This is an optimization exercise on Yosys and OpenROAD, whose aim is small area, a short achievable clock period and few clock cycles per item, not a production implementation.
The RTL of this run was laid out without a check of its function.

==> design/flow/design.v <==
module mul16hi(input [15:0] b, input [7:0] one, input [7:0] two, input [7:0] neg,
               input d8, output [15:0] hi);
  wire [16:0] pp0, pp1, pp2, pp3, pp4, pp5, pp6, pp7;
  wire [15:0] p8 = b & {16{d8}};
  wire [7:0] ng = neg, nn = ~neg;
  wire [17:0] be = {1'b0, b, 1'b0};
  assign pp0 = (({17{one[0]}} & {1'b0, b}) | ({17{two[0]}} & {b, 1'b0})) ^ {17{neg[0]}};
  assign pp1 = (({17{one[1]}} & {1'b0, b}) | ({17{two[1]}} & {b, 1'b0})) ^ {17{neg[1]}};
  assign pp2 = (({17{one[2]}} & {1'b0, b}) | ({17{two[2]}} & {b, 1'b0})) ^ {17{neg[2]}};
  assign pp3 = (({17{one[3]}} & {1'b0, b}) | ({17{two[3]}} & {b, 1'b0})) ^ {17{neg[3]}};
  assign pp4 = (({17{one[4]}} & {1'b0, b}) | ({17{two[4]}} & {b, 1'b0})) ^ {17{neg[4]}};
  assign pp5 = (({17{one[5]}} & {1'b0, b}) | ({17{two[5]}} & {b, 1'b0})) ^ {17{neg[5]}};
  assign pp6 = (({17{one[6]}} & {1'b0, b}) | ({17{two[6]}} & {b, 1'b0})) ^ {17{neg[6]}};
  assign pp7 = (({17{one[7]}} & {1'b0, b}) | ({17{two[7]}} & {b, 1'b0})) ^ {17{neg[7]}};
  wire n1, n2, n3, n4, n5, n6, n7, n8, n9, n10, n11, n12, n13, n14, n15, n16, n17, n18, n19, n20, n21, n22, n23, n24, n25, n26, n27, n28, n29, n30, n31, n32, n33, n34, n35, n36, n37, n38, n39, n40, n41, n42, n43, n44, n45, n46, n47, n48, n49, n50, n51, n52, n53, n54, n55, n56, n57, n58, n59, n60, n61, n62, n63, n64, n65, n66, n67, n68, n69, n70, n71, n72, n73, n74, n75, n76, n77, n78, n79, n80, n81, n82, n83, n84, n85, n86, n87, n88, n89, n90, n91, n92, n93, n94, n95, n96, n97, n98, n99, n100, n101, n102, n103, n104, n105, n106, n107, n108, n109, n110, n111, n112, n113, n114, n115, n116, n117, n118, n119, n120, n121, n122, n123, n124, n125, n126, n127, n128, n129, n130, n131, n132, n133, n134, n135, n136, n137, n138, n139, n140, n141, n142, n143, n144, n145, n146, n147, n148, n149, n150, n151, n152, n153, n154, n155, n156, n157, n158, n159, n160, n161, n162, n163, n164, n165, n166, n167, n168, n169, n170, n171, n172, n173, n174, n175, n176, n177, n178, n179, n180, n181, n182, n183, n184, n185, n186, n187, n188, n189, n190, n191, n192, n193, n194, n195, n196, n197, n198, n199, n200, n201, n202, n203, n204, n205, n206, n207, n208, n209, n210, n211, n212, n213, n214, n215, n216, n217, n218, n219, n220, n221, n222, n223, n224, n225, n226, n227, n228, n229, n230, n231, n232, n233, n234, n235, n236, n237, n238, n239, n240, n241, n242, n243, n244, n245, n246, n247, n248, n249, n250, n251, n252, n253, n254, n255, n256, n257, n258, n259, n260, n261, n262, n263, n264, n265, n266, n267, n268;
  assign n1 = nn[0] ^ pp1[15];
  assign n2 = nn[0] & pp1[15];
  assign n3 = pp1[16] ^ pp2[14];
  assign n4 = pp1[16] & pp2[14];
  assign n5 = pp0[10] ^ pp1[8];
  assign n6 = pp0[10] & pp1[8];
  assign n7 = pp0[11] ^ pp1[9];
  assign n8 = pp0[11] & pp1[9];
  assign n9 = pp0[12] ^ pp1[10] ^ pp2[8];
  assign n10 = (pp0[12] & pp1[10]) | (pp0[12] & pp2[8]) | (pp1[10] & pp2[8]);
  assign n11 = pp3[6] ^ pp4[4];
  assign n12 = pp3[6] & pp4[4];
  assign n13 = pp0[13] ^ pp1[11] ^ pp2[9];
  assign n14 = (pp0[13] & pp1[11]) | (pp0[13] & pp2[9]) | (pp1[11] & pp2[9]);
  assign n15 = pp3[7] ^ pp4[5];
  assign n16 = pp3[7] & pp4[5];
  assign n17 = pp0[14] ^ pp1[12] ^ pp2[10];
  assign n18 = (pp0[14] & pp1[12]) | (pp0[14] & pp2[10]) | (pp1[12] & pp2[10]);
  assign n19 = pp3[8] ^ pp4[6] ^ pp5[4];
  assign n20 = (pp3[8] & pp4[6]) | (pp3[8] & pp5[4]) | (pp4[6] & pp5[4]);
  assign n21 = pp6[2] ^ pp7[0];
  assign n22 = pp6[2] & pp7[0];
  assign n23 = pp0[15] ^ pp1[13] ^ pp2[11];
  assign n24 = (pp0[15] & pp1[13]) | (pp0[15] & pp2[11]) | (pp1[13] & pp2[11]);
  assign n25 = pp3[9] ^ pp4[7] ^ pp5[5];
  assign n26 = (pp3[9] & pp4[7]) | (pp3[9] & pp5[5]) | (pp4[7] & pp5[5]);
  assign n27 = pp6[3] ^ pp7[1];
  assign n28 = pp6[3] & pp7[1];
  assign n29 = pp0[16] ^ pp1[14] ^ pp2[12];
  assign n30 = (pp0[16] & pp1[14]) | (pp0[16] & pp2[12]) | (pp1[14] & pp2[12]);
  assign n31 = pp3[10] ^ pp4[8] ^ pp5[6];
  assign n32 = (pp3[10] & pp4[8]) | (pp3[10] & pp5[6]) | (pp4[8] & pp5[6]);
  assign n33 = pp6[4] ^ pp7[2] ^ p8[0];
  assign n34 = (pp6[4] & pp7[2]) | (pp6[4] & p8[0]) | (pp7[2] & p8[0]);
  assign n35 = pp2[13] ^ pp3[11] ^ pp4[9];
  assign n36 = (pp2[13] & pp3[11]) | (pp2[13] & pp4[9]) | (pp3[11] & pp4[9]);
  assign n37 = pp5[7] ^ pp6[5] ^ pp7[3];
  assign n38 = (pp5[7] & pp6[5]) | (pp5[7] & pp7[3]) | (pp6[5] & pp7[3]);
  assign n39 = p8[1] ^ 1'b1 ^ n1;
  assign n40 = (p8[1] & 1'b1) | (p8[1] & n1) | (1'b1 & n1);
  assign n41 = pp3[12] ^ pp4[10] ^ pp5[8];
  assign n42 = (pp3[12] & pp4[10]) | (pp3[12] & pp5[8]) | (pp4[10] & pp5[8]);
  assign n43 = pp6[6] ^ pp7[4] ^ p8[2];
  assign n44 = (pp6[6] & pp7[4]) | (pp6[6] & p8[2]) | (pp7[4] & p8[2]);
  assign n45 = 1'b1 ^ n2 ^ n3;
  assign n46 = (1'b1 & n2) | (1'b1 & n3) | (n2 & n3);
  assign n47 = nn[1] ^ pp2[15] ^ pp3[13];
  assign n48 = (nn[1] & pp2[15]) | (nn[1] & pp3[13]) | (pp2[15] & pp3[13]);
  assign n49 = pp4[11] ^ pp5[9] ^ pp6[7];
  assign n50 = (pp4[11] & pp5[9]) | (pp4[11] & pp6[7]) | (pp5[9] & pp6[7]);
  assign n51 = pp7[5] ^ p8[3] ^ n4;
  assign n52 = (pp7[5] & p8[3]) | (pp7[5] & n4) | (p8[3] & n4);
  assign n53 = pp2[16] ^ pp3[14] ^ pp4[12];
  assign n54 = (pp2[16] & pp3[14]) | (pp2[16] & pp4[12]) | (pp3[14] & pp4[12]);
  assign n55 = pp5[10] ^ pp6[8] ^ pp7[6];
  assign n56 = (pp5[10] & pp6[8]) | (pp5[10] & pp7[6]) | (pp6[8] & pp7[6]);
  assign n57 = p8[4] ^ 1'b1;
  assign n58 = p8[4] & 1'b1;
  assign n59 = nn[2] ^ pp3[15] ^ pp4[13];
  assign n60 = (nn[2] & pp3[15]) | (nn[2] & pp4[13]) | (pp3[15] & pp4[13]);
  assign n61 = pp5[11] ^ pp6[9] ^ pp7[7];
  assign n62 = (pp5[11] & pp6[9]) | (pp5[11] & pp7[7]) | (pp6[9] & pp7[7]);
  assign n63 = pp3[16] ^ pp4[14] ^ pp5[12];
  assign n64 = (pp3[16] & pp4[14]) | (pp3[16] & pp5[12]) | (pp4[14] & pp5[12]);
  assign n65 = pp6[10] ^ pp7[8];
  assign n66 = pp6[10] & pp7[8];
  assign n67 = nn[3] ^ pp4[15] ^ pp5[13];
  assign n68 = (nn[3] & pp4[15]) | (nn[3] & pp5[13]) | (pp4[15] & pp5[13]);
  assign n69 = pp4[16] ^ pp5[14];
  assign n70 = pp4[16] & pp5[14];
  assign n71 = pp0[6] ^ pp1[4];
  assign n72 = pp0[6] & pp1[4];
  assign n73 = pp0[7] ^ pp1[5];
  assign n74 = pp0[7] & pp1[5];
  assign n75 = pp0[8] ^ pp1[6] ^ pp2[4];
  assign n76 = (pp0[8] & pp1[6]) | (pp0[8] & pp2[4]) | (pp1[6] & pp2[4]);
  assign n77 = pp3[2] ^ pp4[0];
  assign n78 = pp3[2] & pp4[0];
  assign n79 = pp0[9] ^ pp1[7] ^ pp2[5];
  assign n80 = (pp0[9] & pp1[7]) | (pp0[9] & pp2[5]) | (pp1[7] & pp2[5]);
  assign n81 = pp3[3] ^ pp4[1];
  assign n82 = pp3[3] & pp4[1];
  assign n83 = pp2[6] ^ pp3[4] ^ pp4[2];
  assign n84 = (pp2[6] & pp3[4]) | (pp2[6] & pp4[2]) | (pp3[4] & pp4[2]);
  assign n85 = pp5[0] ^ ng[5] ^ n5;
  assign n86 = (pp5[0] & ng[5]) | (pp5[0] & n5) | (ng[5] & n5);
  assign n87 = pp2[7] ^ pp3[5] ^ pp4[3];
  assign n88 = (pp2[7] & pp3[5]) | (pp2[7] & pp4[3]) | (pp3[5] & pp4[3]);
  assign n89 = pp5[1] ^ n6 ^ n7;
  assign n90 = (pp5[1] & n6) | (pp5[1] & n7) | (n6 & n7);
  assign n91 = pp5[2] ^ pp6[0] ^ ng[6];
  assign n92 = (pp5[2] & pp6[0]) | (pp5[2] & ng[6]) | (pp6[0] & ng[6]);
  assign n93 = n8 ^ n9 ^ n11;
  assign n94 = (n8 & n9) | (n8 & n11) | (n9 & n11);
  assign n95 = pp5[3] ^ pp6[1] ^ n10;
  assign n96 = (pp5[3] & pp6[1]) | (pp5[3] & n10) | (pp6[1] & n10);
  assign n97 = n12 ^ n13 ^ n15;
  assign n98 = (n12 & n13) | (n12 & n15) | (n13 & n15);
  assign n99 = ng[7] ^ n14 ^ n16;
  assign n100 = (ng[7] & n14) | (ng[7] & n16) | (n14 & n16);
  assign n101 = n17 ^ n19 ^ n21;
  assign n102 = (n17 & n19) | (n17 & n21) | (n19 & n21);
  assign n103 = n18 ^ n20 ^ n22;
  assign n104 = (n18 & n20) | (n18 & n22) | (n20 & n22);
  assign n105 = n23 ^ n25 ^ n27;
  assign n106 = (n23 & n25) | (n23 & n27) | (n25 & n27);
  assign n107 = n24 ^ n26 ^ n28;
  assign n108 = (n24 & n26) | (n24 & n28) | (n26 & n28);
  assign n109 = n29 ^ n31 ^ n33;
  assign n110 = (n29 & n31) | (n29 & n33) | (n31 & n33);
  assign n111 = n30 ^ n32 ^ n34;
  assign n112 = (n30 & n32) | (n30 & n34) | (n32 & n34);
  assign n113 = n35 ^ n37 ^ n39;
  assign n114 = (n35 & n37) | (n35 & n39) | (n37 & n39);
  assign n115 = n36 ^ n38 ^ n40;
  assign n116 = (n36 & n38) | (n36 & n40) | (n38 & n40);
  assign n117 = n41 ^ n43 ^ n45;
  assign n118 = (n41 & n43) | (n41 & n45) | (n43 & n45);
  assign n119 = n42 ^ n44 ^ n46;
  assign n120 = (n42 & n44) | (n42 & n46) | (n44 & n46);
  assign n121 = n47 ^ n49 ^ n51;
  assign n122 = (n47 & n49) | (n47 & n51) | (n49 & n51);
  assign n123 = n48 ^ n50 ^ n52;
  assign n124 = (n48 & n50) | (n48 & n52) | (n50 & n52);
  assign n125 = n53 ^ n55 ^ n57;
  assign n126 = (n53 & n55) | (n53 & n57) | (n55 & n57);
  assign n127 = p8[5] ^ n54 ^ n56;
  assign n128 = (p8[5] & n54) | (p8[5] & n56) | (n54 & n56);
  assign n129 = n58 ^ n59 ^ n61;
  assign n130 = (n58 & n59) | (n58 & n61) | (n59 & n61);
  assign n131 = p8[6] ^ 1'b1 ^ n60;
  assign n132 = (p8[6] & 1'b1) | (p8[6] & n60) | (1'b1 & n60);
  assign n133 = n62 ^ n63 ^ n65;
  assign n134 = (n62 & n63) | (n62 & n65) | (n63 & n65);
  assign n135 = pp6[11] ^ pp7[9] ^ p8[7];
  assign n136 = (pp6[11] & pp7[9]) | (pp6[11] & p8[7]) | (pp7[9] & p8[7]);
  assign n137 = n64 ^ n66 ^ n67;
  assign n138 = (n64 & n66) | (n64 & n67) | (n66 & n67);
  assign n139 = pp6[12] ^ pp7[10] ^ p8[8];
  assign n140 = (pp6[12] & pp7[10]) | (pp6[12] & p8[8]) | (pp7[10] & p8[8]);
  assign n141 = 1'b1 ^ n68 ^ n69;
  assign n142 = (1'b1 & n68) | (1'b1 & n69) | (n68 & n69);
  assign n143 = nn[4] ^ pp5[15] ^ pp6[13];
  assign n144 = (nn[4] & pp5[15]) | (nn[4] & pp6[13]) | (pp5[15] & pp6[13]);
  assign n145 = pp7[11] ^ p8[9] ^ n70;
  assign n146 = (pp7[11] & p8[9]) | (pp7[11] & n70) | (p8[9] & n70);
  assign n147 = pp5[16] ^ pp6[14] ^ pp7[12];
  assign n148 = (pp5[16] & pp6[14]) | (pp5[16] & pp7[12]) | (pp6[14] & pp7[12]);
  assign n149 = p8[10] ^ 1'b1;
  assign n150 = p8[10] & 1'b1;
  assign n151 = nn[5] ^ pp6[15] ^ pp7[13];
  assign n152 = (nn[5] & pp6[15]) | (nn[5] & pp7[13]) | (pp6[15] & pp7[13]);
  assign n153 = pp6[16] ^ pp7[14];
  assign n154 = pp6[16] & pp7[14];
  assign n155 = pp0[4] ^ pp1[2];
  assign n156 = pp0[4] & pp1[2];
  assign n157 = pp0[5] ^ pp1[3];
  assign n158 = pp0[5] & pp1[3];
  assign n159 = pp2[2] ^ pp3[0] ^ ng[3];
  assign n160 = (pp2[2] & pp3[0]) | (pp2[2] & ng[3]) | (pp3[0] & ng[3]);
  assign n161 = pp2[3] ^ pp3[1] ^ n72;
  assign n162 = (pp2[3] & pp3[1]) | (pp2[3] & n72) | (pp3[1] & n72);
  assign n163 = ng[4] ^ n74 ^ n75;
  assign n164 = (ng[4] & n74) | (ng[4] & n75) | (n74 & n75);
  assign n165 = n76 ^ n78 ^ n79;
  assign n166 = (n76 & n78) | (n76 & n79) | (n78 & n79);
  assign n167 = n80 ^ n82 ^ n83;
  assign n168 = (n80 & n82) | (n80 & n83) | (n82 & n83);
  assign n169 = n84 ^ n86 ^ n87;
  assign n170 = (n84 & n86) | (n84 & n87) | (n86 & n87);
  assign n171 = n88 ^ n90 ^ n91;
  assign n172 = (n88 & n90) | (n88 & n91) | (n90 & n91);
  assign n173 = n92 ^ n94 ^ n95;
  assign n174 = (n92 & n94) | (n92 & n95) | (n94 & n95);
  assign n175 = n96 ^ n98 ^ n99;
  assign n176 = (n96 & n98) | (n96 & n99) | (n98 & n99);
  assign n177 = n100 ^ n102 ^ n103;
  assign n178 = (n100 & n102) | (n100 & n103) | (n102 & n103);
  assign n179 = n104 ^ n106 ^ n107;
  assign n180 = (n104 & n106) | (n104 & n107) | (n106 & n107);
  assign n181 = n108 ^ n110 ^ n111;
  assign n182 = (n108 & n110) | (n108 & n111) | (n110 & n111);
  assign n183 = n112 ^ n114 ^ n115;
  assign n184 = (n112 & n114) | (n112 & n115) | (n114 & n115);
  assign n185 = n116 ^ n118 ^ n119;
  assign n186 = (n116 & n118) | (n116 & n119) | (n118 & n119);
  assign n187 = n120 ^ n122 ^ n123;
  assign n188 = (n120 & n122) | (n120 & n123) | (n122 & n123);
  assign n189 = n124 ^ n126 ^ n127;
  assign n190 = (n124 & n126) | (n124 & n127) | (n126 & n127);
  assign n191 = n128 ^ n130 ^ n131;
  assign n192 = (n128 & n130) | (n128 & n131) | (n130 & n131);
  assign n193 = n132 ^ n134 ^ n135;
  assign n194 = (n132 & n134) | (n132 & n135) | (n134 & n135);
  assign n195 = n136 ^ n138 ^ n139;
  assign n196 = (n136 & n138) | (n136 & n139) | (n138 & n139);
  assign n197 = n140 ^ n142 ^ n143;
  assign n198 = (n140 & n142) | (n140 & n143) | (n142 & n143);
  assign n199 = n144 ^ n146 ^ n147;
  assign n200 = (n144 & n146) | (n144 & n147) | (n146 & n147);
  assign n201 = p8[11] ^ n148 ^ n150;
  assign n202 = (p8[11] & n148) | (p8[11] & n150) | (n148 & n150);
  assign n203 = p8[12] ^ 1'b1 ^ n152;
  assign n204 = (p8[12] & 1'b1) | (p8[12] & n152) | (1'b1 & n152);
  assign n205 = nn[6] ^ pp7[15] ^ p8[13];
  assign n206 = (nn[6] & pp7[15]) | (nn[6] & p8[13]) | (pp7[15] & p8[13]);
  assign n207 = pp7[16] ^ p8[14];
  assign n208 = pp7[16] & p8[14];
  assign n209 = pp0[2] ^ pp1[0];
  assign n210 = pp0[2] & pp1[0];
  assign n211 = pp0[3] ^ pp1[1];
  assign n212 = pp0[3] & pp1[1];
  assign n213 = pp2[0] ^ ng[2] ^ n155;
  assign n214 = (pp2[0] & ng[2]) | (pp2[0] & n155) | (ng[2] & n155);
  assign n215 = pp2[1] ^ n156 ^ n157;
  assign n216 = (pp2[1] & n156) | (pp2[1] & n157) | (n156 & n157);
  assign n217 = n71 ^ n158 ^ n159;
  assign n218 = (n71 & n158) | (n71 & n159) | (n158 & n159);
  assign n219 = n73 ^ n160 ^ n161;
  assign n220 = (n73 & n160) | (n73 & n161) | (n160 & n161);
  assign n221 = n77 ^ n162 ^ n163;
  assign n222 = (n77 & n162) | (n77 & n163) | (n162 & n163);
  assign n223 = n81 ^ n164 ^ n165;
  assign n224 = (n81 & n164) | (n81 & n165) | (n164 & n165);
  assign n225 = n85 ^ n166 ^ n167;
  assign n226 = (n85 & n166) | (n85 & n167) | (n166 & n167);
  assign n227 = n89 ^ n168 ^ n169;
  assign n228 = (n89 & n168) | (n89 & n169) | (n168 & n169);
  assign n229 = n93 ^ n170 ^ n171;
  assign n230 = (n93 & n170) | (n93 & n171) | (n170 & n171);
  assign n231 = n97 ^ n172 ^ n173;
  assign n232 = (n97 & n172) | (n97 & n173) | (n172 & n173);
  assign n233 = n101 ^ n174 ^ n175;
  assign n234 = (n101 & n174) | (n101 & n175) | (n174 & n175);
  assign n235 = n105 ^ n176 ^ n177;
  assign n236 = (n105 & n176) | (n105 & n177) | (n176 & n177);
  assign n237 = n109 ^ n178 ^ n179;
  assign n238 = (n109 & n178) | (n109 & n179) | (n178 & n179);
  assign n239 = n113 ^ n180 ^ n181;
  assign n240 = (n113 & n180) | (n113 & n181) | (n180 & n181);
  assign n241 = n117 ^ n182 ^ n183;
  assign n242 = (n117 & n182) | (n117 & n183) | (n182 & n183);
  assign n243 = n121 ^ n184 ^ n185;
  assign n244 = (n121 & n184) | (n121 & n185) | (n184 & n185);
  assign n245 = n125 ^ n186 ^ n187;
  assign n246 = (n125 & n186) | (n125 & n187) | (n186 & n187);
  assign n247 = n129 ^ n188 ^ n189;
  assign n248 = (n129 & n188) | (n129 & n189) | (n188 & n189);
  assign n249 = n133 ^ n190 ^ n191;
  assign n250 = (n133 & n190) | (n133 & n191) | (n190 & n191);
  assign n251 = n137 ^ n192 ^ n193;
  assign n252 = (n137 & n192) | (n137 & n193) | (n192 & n193);
  assign n253 = n141 ^ n194 ^ n195;
  assign n254 = (n141 & n194) | (n141 & n195) | (n194 & n195);
  assign n255 = n145 ^ n196 ^ n197;
  assign n256 = (n145 & n196) | (n145 & n197) | (n196 & n197);
  assign n257 = n149 ^ n198 ^ n199;
  assign n258 = (n149 & n198) | (n149 & n199) | (n198 & n199);
  assign n259 = n151 ^ n200 ^ n201;
  assign n260 = (n151 & n200) | (n151 & n201) | (n200 & n201);
  assign n261 = n153 ^ n202 ^ n203;
  assign n262 = (n153 & n202) | (n153 & n203) | (n202 & n203);
  assign n263 = n154 ^ n204 ^ n205;
  assign n264 = (n154 & n204) | (n154 & n205) | (n204 & n205);
  assign n265 = 1'b1 ^ n206 ^ n207;
  assign n266 = (1'b1 & n206) | (1'b1 & n207) | (n206 & n207);
  assign n267 = nn[7] ^ p8[15] ^ n208;
  assign n268 = (nn[7] & p8[15]) | (nn[7] & n208) | (p8[15] & n208);
  wire [31:0] ra = {n266, n264, n262, n260, n258, n256, n254, n252, n250, n248, n246, n244, n242, n240, n238, n236, n234, n232, n230, n228, n226, n224, n222, n220, n218, n216, n214, n212, n210, ng[1], pp0[1], pp0[0]};
  wire [31:0] rb = {n267, n265, n263, n261, n259, n257, n255, n253, n251, n249, n247, n245, n243, n241, n239, n237, n235, n233, n231, n229, n227, n225, n223, n221, n219, n217, n215, n213, n211, n209, 1'b0, ng[0]};
  wire [31:0] s = ra + rb;
  assign hi = s[31:16];
endmodule
module exponential(input clk, rst, start, input [15:0] x,
                   output done, output [1:0] intpart, output [15:0] fracpart);
  reg  [8:1]  s;           
  wire        idle = ~|s;
  reg  [15:0] u;
  reg  [17:0] r;
  reg  [7:0]  xone, xtwo, xneg;    
  reg         x15;
  always @(posedge clk or posedge rst)
    if (rst) s <= 8'b0;
    else     s <= {s[7:1], idle & start};
  assign done = idle;
  function ge(input [15:0] v, input [15:0] k);
    integer i;
    reg q;
    begin
      q = 1'b1;
      for (i = 0; i < 16; i = i + 1)
        q = k[i] ? (v[i] & q) : (v[i] | q);
      ge = q;
    end
  endfunction
  function [23:0] enc(input [15:0] v);
    integer i;
    reg [16:0] e;
    reg [7:0] o, t, n;
    begin
      e = {v, 1'b0};
      for (i = 0; i < 8; i = i + 1) begin
        o[i] = e[2*i+1] ^ e[2*i];
        t[i] = (e[2*i+2] & ~e[2*i+1] & ~e[2*i]) | (~e[2*i+2] & e[2*i+1] & e[2*i]);
        n[i] = e[2*i+2];
      end
      enc = {o, t, n};
    end
  endfunction
  wire [7:0] eone, etwo, eneg;
  assign {eone, etwo, eneg} = enc(x);
  wire [11:0] g;
  assign g[0] = ge(x, 16'd46904);
  assign g[1] = ge(x, 16'd51031);
  assign g[2] = ge(x, 16'd53627);
  assign g[3] = ge(x, 16'd55899);
  assign g[4] = ge(x, 16'd57544);
  assign g[5] = ge(x, 16'd58980);
  assign g[6] = ge(x, 16'd60309);
  assign g[7] = ge(x, 16'd61357);
  assign g[8] = ge(x, 16'd62481);
  assign g[9] = ge(x, 16'd63365);
  assign g[10] = ge(x, 16'd64192);
  assign g[11] = ge(x, 16'd64957);
  reg [17:0] r0;
  always @* begin
    casez (g)
      12'b1???????????: r0 = 18'h0FFFF + 18'd13;
      12'b01??????????: r0 = 18'h0FFFF + 18'd12;
      12'b001?????????: r0 = 18'h0FFFF + 18'd11;
      12'b0001????????: r0 = 18'h0FFFF + 18'd10;
      12'b00001???????: r0 = 18'h0FFFF + 18'd8;
      12'b000001??????: r0 = 18'h0FFFF + 18'd7;
      12'b0000001?????: r0 = 18'h0FFFF + 18'd6;
      12'b00000001????: r0 = 18'h0FFFF + 18'd5;
      12'b000000001???: r0 = 18'h0FFFF + 18'd4;
      12'b0000000001??: r0 = 18'h0FFFF + 18'd3;
      12'b00000000001?: r0 = 18'h0FFFF + 18'd2;
      12'b000000000001: r0 = 18'h0FFFF + 18'd1;
      default:          r0 = 18'h0FFFF;
    endcase
  end
  wire [15:0] t0 = |x[15:1] ? x - 16'd2 : 16'd0;
  localparam [23:0] E5 = enc(16'h5555), E3 = enc(16'h3333), E2 = enc(16'h2AAA);
  wire [7:0] one = xone, two = xtwo, neg = xneg;
  wire       d8  = x15;
  wire [15:0] b = u;
  wire [15:0] hi;
  mul16hi mul(.b(b), .one(one), .two(two), .neg(neg), .d8(d8), .hi(hi));
  wire [17:0] sum = r + {2'b0, b};
  always @(posedge clk) begin
    {xone, xtwo, xneg} <= s[2] ? E5 : s[5] ? E3 : s[7] ? E2 : {eone, etwo, eneg};
    x15 <= ~(s[2] | s[5] | s[7]) & x[15];
    if (idle & start) begin
      u <= t0;
      r <= r0;
    end else if (~idle) begin
      u <= s[1] ? {1'b0, hi[15:1]} : s[4] ? {2'b0, hi[15:2]} : hi;
      if (s[1] | s[2] | s[4] | s[5] | s[7]) r <= sum;
    end
  end
  assign {intpart, fracpart} = sum;
endmodule
==> design/flow/run.sh <==
#!/bin/bash
# synth_recipe.tcl (not shown) runs the flow's synth.tcl, then flattens the netlist and writes it again
# the make line also repeats each setting of config.mk as NAME=value (left out here)
make -C /OpenROAD-flow-scripts/flow DESIGN_CONFIG=/design/flow/config.mk WORK_HOME=/design/flow/orfs CLKGATE_MAP_FILE= SYNTH_SCRIPT=/design/flow/synth_recipe.tcl finish
==> design/flow/config.mk <==
export PLATFORM = sky130hd
export DESIGN_NAME = exponential
export DESIGN_NICKNAME = exponential
export VERILOG_FILES = /design/flow/design.v
export SDC_FILE = /design/flow/constraint.sdc
export NUM_CORES = 4
export LEC_CHECK = 0
export CAP_MARGIN = 20
export CORE_MARGIN = 2
export CORE_UTILIZATION = 40
export SETUP_SLACK_MARGIN = 3.5
export SLEW_MARGIN = 20
==> design/flow/constraint.sdc <==
create_clock -name core_clock -period 9.0 [get_ports {clk}]
set_input_delay 1.8000 -clock core_clock [delete_from_list [all_inputs] [get_ports {clk}]]
set_output_delay 1.8000 -clock core_clock [all_outputs]
set_load 0.01 [all_outputs]
==> flow_summary.toml <==
[route]
via_per_inst = 5.81
postRouteAntennaNets = 0
wl_per_cell_um = 20.6
drt_first_pass_iters = 5
first_iter_violations = 876
routed_wl_um = 34700
vias = 9760
drc = 0

[cells_and_area]
drive_gt1_share_pct = 18.1
nFillCells = 2599
nNetsFinal = 1534
syn_to_final_growth_pct = 18.8

[yosys]
synth_sequential_area_ratio_pct = 15.7
syn_area_per_cell_um2 = 8.43
synth_ff_type = "edfxtp_1"
syn_nets = 1502
yosysWarningCount = 1
synthArstFlopShare_pct = 11.9
ys_ff_latch = 67
synth_cells = 1302
synthDistinctLibCells = 70
synth_edf_count = 34
synth_area_um2 = 11000

[min_path]
hold_class = "flop to flop"

[timing]
skew_ns = 0.00905
max_freq_mhz = 180
rsz0062_at_grt = "true"
setup_viol_count_final = 0
slew_headroom_pct = 23.6
worst_pin_slew_ns = 1.14
finalCritPeriodShare_pct = 61.8
fin_hold_ws_ns = 0.371
report.final.slew_viol_count = 0
min_period_ns = 5.57
finalSetupTns_ns = 0
finalHoldViolCount = 0

[die]
die_w_um = 170
start_util_pct = 40.7
placementRows = 60
die-area_um2 = 28800
io_pins = 38
coreArea_um2 = 27000
dieHeight_um = 170

[grt]
overflow = 0
grt_pass1_vias = 9599
grt_max_degree = 24
grt_usage_pct = 23.9
grt_pass1_wl_um = 53200
antenna_found_initial = 1

[worst_setup_path]
critical_path.max_fanout = 5
cp.required_ns = 9.09
cp-start-kind = "flop"
end_kind = "flop"
arrival_ns = 5.65
critPathKind = "flop to flop"

[clock_tree]
cts_root_buf = "clkbuf_16"
htreeDepth = 3
numCtsBuffers = 9
cts_tree = "yes"
cts.sinks = 67
clk_path_buf_depth = 2
ctsHoldBuffers = 0
clk_latency_ns = 0.35
clk_pin_slew_worst_paths_ns = 0.06

[run_status]
status = "timing/DRC/antenna clean"

[run]
maxCapViolCount = 0

[placed_design]
io_buffer_count = 37
gp_congestion = 0.894
dp_hpwl_um = 24300
area by class of cell:
class	instances	area, µm²	area share [%]
multi-input cells	912	8600	66.0
flip-flops and latches	67	1790	13.8
repair buffers	122	1070	8.22
inverters	222	833	6.39
well taps	341	427	3.27
clock buffers	12	279	2.14
clock inverters	4	28.8	0.221
diodes	1	2.50	0.0192
layer usage:
| layer | global-route usage [%] | wire length [µm] |
|---|---|---|
| met1 | 31.0 | 14300 |
| met4 | 12.4 | 1910 |
| met3 | 4.15 | 2480 |
| met2 | 38.1 | 16000 |
| met5 | 0 | 0 |
Yosys cell counts, types with 20 or more instances:
cell type,count,area share [%]
fa_1,102,19
edfxtp_1,34,9.3
xor2_1,20,1.6
nor3_1,21,0.96
ha_1,79,9.0
dfxtp_1,25,4.6
inv_1,216,7.4
a22oi_1,122,8.3
nand2_1,60,2.1
o21ai_0,27,1.2
a21oi_1,45,2.1
nor2_1,68,2.3
clkbuf_1,93,3.2
xnor2_1,152,12
metrics by stage:
stage	setup slack, ns	util [%]	cell area, µm²	cells
2_1_floorplan	3.50	-	11000	1302
3_3_place_gp	2.67	42.4	11400	1584
3_5_place_dp	2.67	42.4	11400	1584
4_1_cts	3.43	45.6	12300	1651
5_1_grt	3.25	48.4	13000	1680
6_report	3.43	48.4	13000	1681
timing repair:
item / CTS / global route
setup buffers: 51 / 26
pin swaps: 8 / 61
setup endpoints to repair: 21 / 17
gates cloned: 0 / 3
gates resized for setup: 61 / 114
registers in the layout (all words and copies together), names as in the netlist:
name,count
r,18
s,8
u,16
xtwo,8
xone,8
x15,1
xneg,8
placed cells by master, fill, tap and decap left out, drive strengths merged, types with 5 or more instances in the layout:
master	netlist	routed
nand2	60	60
or3	5	5
buf	8	85
clkbuf	93	12
dfxtp	25	25
o21a	12	12
edfxtp	34	34
o311ai	5	5
dfrtp	8	8
nor3	21	21
inv	220	222
fa	102	102
and2	18	18
xor2	20	20
ha	79	79
mux2i	5	5
nor4	6	6
a211oi	6	6
xnor2	152	152
a21o	15	15
and3	8	8
nand2b	13	13
o21ai	30	30
a31oi	10	10
nand4	8	8
clkdlybuf4s50	0	37
a22oi	122	122
a41oi	5	5
o221ai	5	5
o211ai	9	9
nor2	68	68
nand3	17	17
a21oi	45	45
a2111oi	6	6
worst paths after layout:
path / slack [ns] / startpoint / end / cells past startpoint
setup / recovery: 3.43 / u[6] / u[12] / 21
hold / removal: 0.37 / s[3] / s[4] / 0
setup reg to reg: 3.43 / u[6] / u[12] / 21
hold reg to reg: 0.37 / s[3] / s[4] / 0
max in group asynchronous: 7.03 / rst / s[2] / 2
min in group asynchronous: 1.73 / rst / s[7] / 2
worst max-delay path, stage by stage, from the launching register on:
cell,delay [ns]
edfxtp_1,0.51
buf_4,0.19
buf_4,0.15
a22oi_2,0.13
xnor2_1,0.17
fa_2,0.22
inv_1,0.05
fa_1,0.50
inv_1,0.05
fa_1,0.60
inv_2,0.05
fa_1,0.51
inv_2,0.05
ha_4,0.24
nand4_1,0.22
nor2_4,0.09
a22oi_2,0.31
nand4_1,0.28
a31oi_1,0.27
xor2_1,0.24
o22ai_1,0.15
a221o_1,0.32
logic make-up after synthesis:
| group | count (synthesis) | share of synthesized area [%] |
|---|---|---|
| AO/OA/AOI/OAI | 307 | 20.3 |
| XOR/XNOR | 172 | 13.7 |
| adder cells (fa/ha/maj) | 181 | 27.6 |
| buffers and inverters | 323 | 11.2 |
| flip-flops | 67 | 15.7 |
| multiplexers | 8 | 0.764 |
| AND/OR/NAND/NOR | 244 | 10.8 |

==> port drivers added, routing unchanged <==
No port has a modelled driver above. Below, the same layout with a new extraction and two added sets of constraints. Step 1, drivers: a clkbuf_16 drives clk and a buf_2 each remaining input, both assumed. Step 2 also shifts input and output timing later by t, the mid clock arrival at the registers, as if the neighbouring blocks saw the same clock. Three values: no drivers, after step 1, after step 2; two values: the first two.
t (ns): 0.383
setup WS [ns]: 3.435 / 3.435 / 3.435
hold slack, ns: 0.371 / 0.371 / 0.371
worst setup path at the end: register to register
cell pins on the clock port's net: 1
After both steps this run still meets setup and hold. For this run, drivers alone change the setup slack by 0.000 ns; drivers and shift together by 0.000 ns.
